What follows belongs to an exercise in optimizing a design on an open flow for small area and a short achievable clock period; a production flow would make more cautious choices. RTL that was checked went through simulation tests only; none was proved equivalent to the original. Power and IR drop assume default switching activity.

the baseline:
==> flow/design.v <==
module mux_inv (
    input  wire a,
    input  wire b,
    input  wire s,
    input  wire sn,
    output wire y
);
    assign y = ~((a | s) & (b | sn));
endmodule
module mux_buf (
    input  wire a,
    input  wire b,
    input  wire s,
    input  wire sn,
    output wire y
);
    assign y = (a | s) & (b | sn);
endmodule
module shifter_io_wrapper #(
    parameter integer WIDTH = 32,
    parameter integer BLOCK = 16
)(
    input  wire             clk,
    input  wire             v_in,
    input  wire [1:0]       opcode,
    input  wire [4:0]       shamt,
    input  wire [31:0]      din,
    output reg  [31:0]      dout,
    output reg              v_out
);
    genvar i;
    wire is_left  = (opcode == 2'b00);
    wire is_leftn = ~is_left;
    wire fill     = (opcode == 2'b10) & din[31];
    wire filln    = ~fill;
    wire [4:3] shn = ~shamt[4:3];
    wire [31:0] d1;    
    wire [31:0] d2;    
    wire [31:0] d3;    
    generate
        for (i = 0; i < 32; i = i + 1) begin : g_s1
            mux_inv u_rev (.a(din[i]), .b(din[31-i]), .s(is_left), .sn(is_leftn), .y(d1[i]));
            mux_inv u_16 (.a(d1[i]), .b(i + 16 < 32 ? d1[(i + 16) % 32] : filln),
                          .s(shamt[4]), .sn(shn[4]), .y(d2[i]));
            mux_inv u_8  (.a(d2[i]), .b(i + 8 < 32 ? d2[(i + 8) % 32] : fill),
                          .s(shamt[3]), .sn(shn[3]), .y(d3[i]));
        end
    endgenerate
    reg [31:0] m_datan;             
    reg [2:0]  m_sh, m_shn;
    reg        m_left, m_leftn;
    reg        m_fill, m_v;
    always @(posedge clk) begin
        m_datan <= d3;
        m_sh    <= shamt[2:0];
        m_shn   <= ~shamt[2:0];
        m_left  <= is_left;
        m_leftn <= is_leftn;
        m_fill  <= fill;
        m_v     <= v_in;
    end
    wire m_filln = ~m_fill;
    wire [31:0] e1;    
    wire [31:0] e2;    
    wire [31:0] e3;    
    wire [31:0] e4;    
    generate
        for (i = 0; i < 32; i = i + 1) begin : g_s2
            mux_inv u_4   (.a(m_datan[i]), .b(i + 4 < 32 ? m_datan[(i + 4) % 32] : m_filln),
                           .s(m_sh[2]), .sn(m_shn[2]), .y(e1[i]));
            mux_inv u_2   (.a(e1[i]), .b(i + 2 < 32 ? e1[(i + 2) % 32] : m_fill),
                           .s(m_sh[1]), .sn(m_shn[1]), .y(e2[i]));
            mux_inv u_1   (.a(e2[i]), .b(i + 1 < 32 ? e2[(i + 1) % 32] : m_filln),
                           .s(m_sh[0]), .sn(m_shn[0]), .y(e3[i]));
            mux_buf u_rev (.a(e3[i]), .b(e3[31-i]), .s(m_left), .sn(m_leftn), .y(e4[i]));
        end
    endgenerate
    always @(posedge clk) begin
        dout  <= e4;
        v_out <= m_v;
    end
endmodule
clock: 2.5 ns
lec_check: 0
cap_margin: 20
core_margin: 2
core_utilization: 60
setup_slack_margin: 1.0
slew_margin: 20
synth_hierarchical: 1
standard.sh (not shown) runs the stock make flow with config.mk's settings and CLKGATE_MAP_FILE= SYNTH_SCRIPT=/design/flow/synth_recipe.tcl, a recipe that flattens the netlist after the stock synthesis.
==> flow/flow/run.sh <==
#!/bin/bash
# Standard ORFS layout; only the cell used for the port buffers differs.
set -euo pipefail
bash standard.sh "BUFFER_PORTS_ARGS=-buffer_cell sky130_fd_sc_hd__buf_1" finish > standard_flow.log 2>&1
Edits applied to the flow inputs when going from the baseline to the candidate:
==> flow/design.v <==
module mux_inv (
    input  wire a,
    input  wire b,
    input  wire s,
    input  wire sn,
    output wire y
);
    assign y = ~((a | s) & (b | sn));
endmodule
module mux_buf (
    input  wire a,
    input  wire b,
    input  wire s,
    input  wire sn,
    output wire y
);
    assign y = (a | s) & (b | sn);
endmodule
module shifter_io_wrapper #(
    parameter integer WIDTH = 32,
    parameter integer BLOCK = 16
)(
    input  wire             clk,
    input  wire             v_in,
    input  wire [1:0]       opcode,
    input  wire [4:0]       shamt,
    input  wire [31:0]      din,
    output reg  [31:0]      dout,
    output reg              v_out
);
    genvar i;
    wire is_left  = (opcode == 2'b00);
    wire is_leftn = ~is_left;
    wire fill     = (opcode == 2'b10) & din[31];
    wire filln    = ~fill;
    wire [4:2] shn = ~shamt[4:2];
    wire [31:0] d1;    
    wire [31:0] d2;    
    wire [31:0] d3;    
    wire [31:0] d4;    
    generate
        for (i = 0; i < 32; i = i + 1) begin : g_s1
            mux_inv u_rev (.a(din[i]), .b(din[31-i]), .s(is_left), .sn(is_leftn), .y(d1[i]));
            mux_inv u_16 (.a(d1[i]), .b(i + 16 < 32 ? d1[(i + 16) % 32] : filln),
                          .s(shamt[4]), .sn(shn[4]), .y(d2[i]));
            mux_inv u_8  (.a(d2[i]), .b(i + 8 < 32 ? d2[(i + 8) % 32] : fill),
                          .s(shamt[3]), .sn(shn[3]), .y(d3[i]));
            mux_inv u_4  (.a(d3[i]), .b(i + 4 < 32 ? d3[(i + 4) % 32] : filln),
                          .s(shamt[2]), .sn(shn[2]), .y(d4[i]));
        end
    endgenerate
    reg [31:0] m_data;
    reg [1:0]  m_sh;
    reg        m_fill, m_left, m_v;
    always @(posedge clk) begin
        m_data <= d4;
        m_sh   <= shamt[1:0];
        m_fill <= fill;
        m_left <= is_left;
        m_v    <= v_in;
    end
    wire [1:0] m_shn   = ~m_sh;
    wire       m_filln = ~m_fill;
    wire       m_leftn = ~m_left;
    wire [31:0] e1;    
    wire [31:0] e2;    
    wire [31:0] e3;    
    generate
        for (i = 0; i < 32; i = i + 1) begin : g_s2
            mux_inv u_2   (.a(m_data[i]), .b(i + 2 < 32 ? m_data[(i + 2) % 32] : m_fill),
                           .s(m_sh[1]), .sn(m_shn[1]), .y(e1[i]));
            mux_inv u_1   (.a(e1[i]), .b(i + 1 < 32 ? e1[(i + 1) % 32] : m_filln),
                           .s(m_sh[0]), .sn(m_shn[0]), .y(e2[i]));
            mux_buf u_rev (.a(e2[i]), .b(e2[31-i]), .s(m_left), .sn(m_leftn), .y(e3[i]));
        end
    endgenerate
    always @(posedge clk) begin
        dout  <= e3;
        v_out <= m_v;
    end
endmodule
==> run notes <==
- The candidate: PASS, flow complete, no timing, DRC or antenna violations
- Relative to the baseline, count of vias placed by the detailed router has gone up in the candidate.
- Non-clock inverter count in the final layout in the candidate vs the baseline: up 3
- For clock latency on the worst-skew pair, the candidate and the baseline come out practically identical.
- opcode[1] as the critical path launch point was reported by the candidate, and opcode[0] by the baseline.
- Per the comparison of the candidate with the baseline, final standard cell utilization of the core higher; share of cell area taken by multi-input logic gates rose 2.1 points; part of the total power dissipated in the clock network decreased by 2.0 points relative to the old numbers; peak supply drop decreased 12%.
- Compared with the baseline, number of standard cells after synthesis in the candidate decreased slightly.
- Delta (the candidate minus the baseline): netlist area before placement has decreased, area of the die has decreased, clock input transition at the sequential cells of the worst setup and hold paths has remained practically unchanged.
Function not checked in the baseline: the RTL went through the layout flow alone.

-- separate check: timing with driven ports --
In the flow no input, the clock included, has a driving cell. The finished layouts below were timed again as built, in two steps.
Step 1: set_driving_cell puts a clkbuf_16 on clk and a buf_2 on each other input, an assumption about the parent block.
Step 2 also shifts input and output timing later by t, the mid clock arrival at the registers, as if the neighbouring blocks saw the same clock.
a / b / c = ideal / step 1 / step 2; a / b = the first two.
run | shift t [ns] | setup WS [ns] | clock arrival spread, ns
the baseline | 0.347 | 0.995 / 0.997 / 0.651 | 0.011 / 0.011
the candidate | 0.361 | 0.980 / 0.981 / 0.620 | 0.004 / 0.004
After both steps every run listed still meets setup and hold. The setup slack of the candidate, which loses most, moves by +0.001 ns with the drivers and by -0.360 ns with both steps.
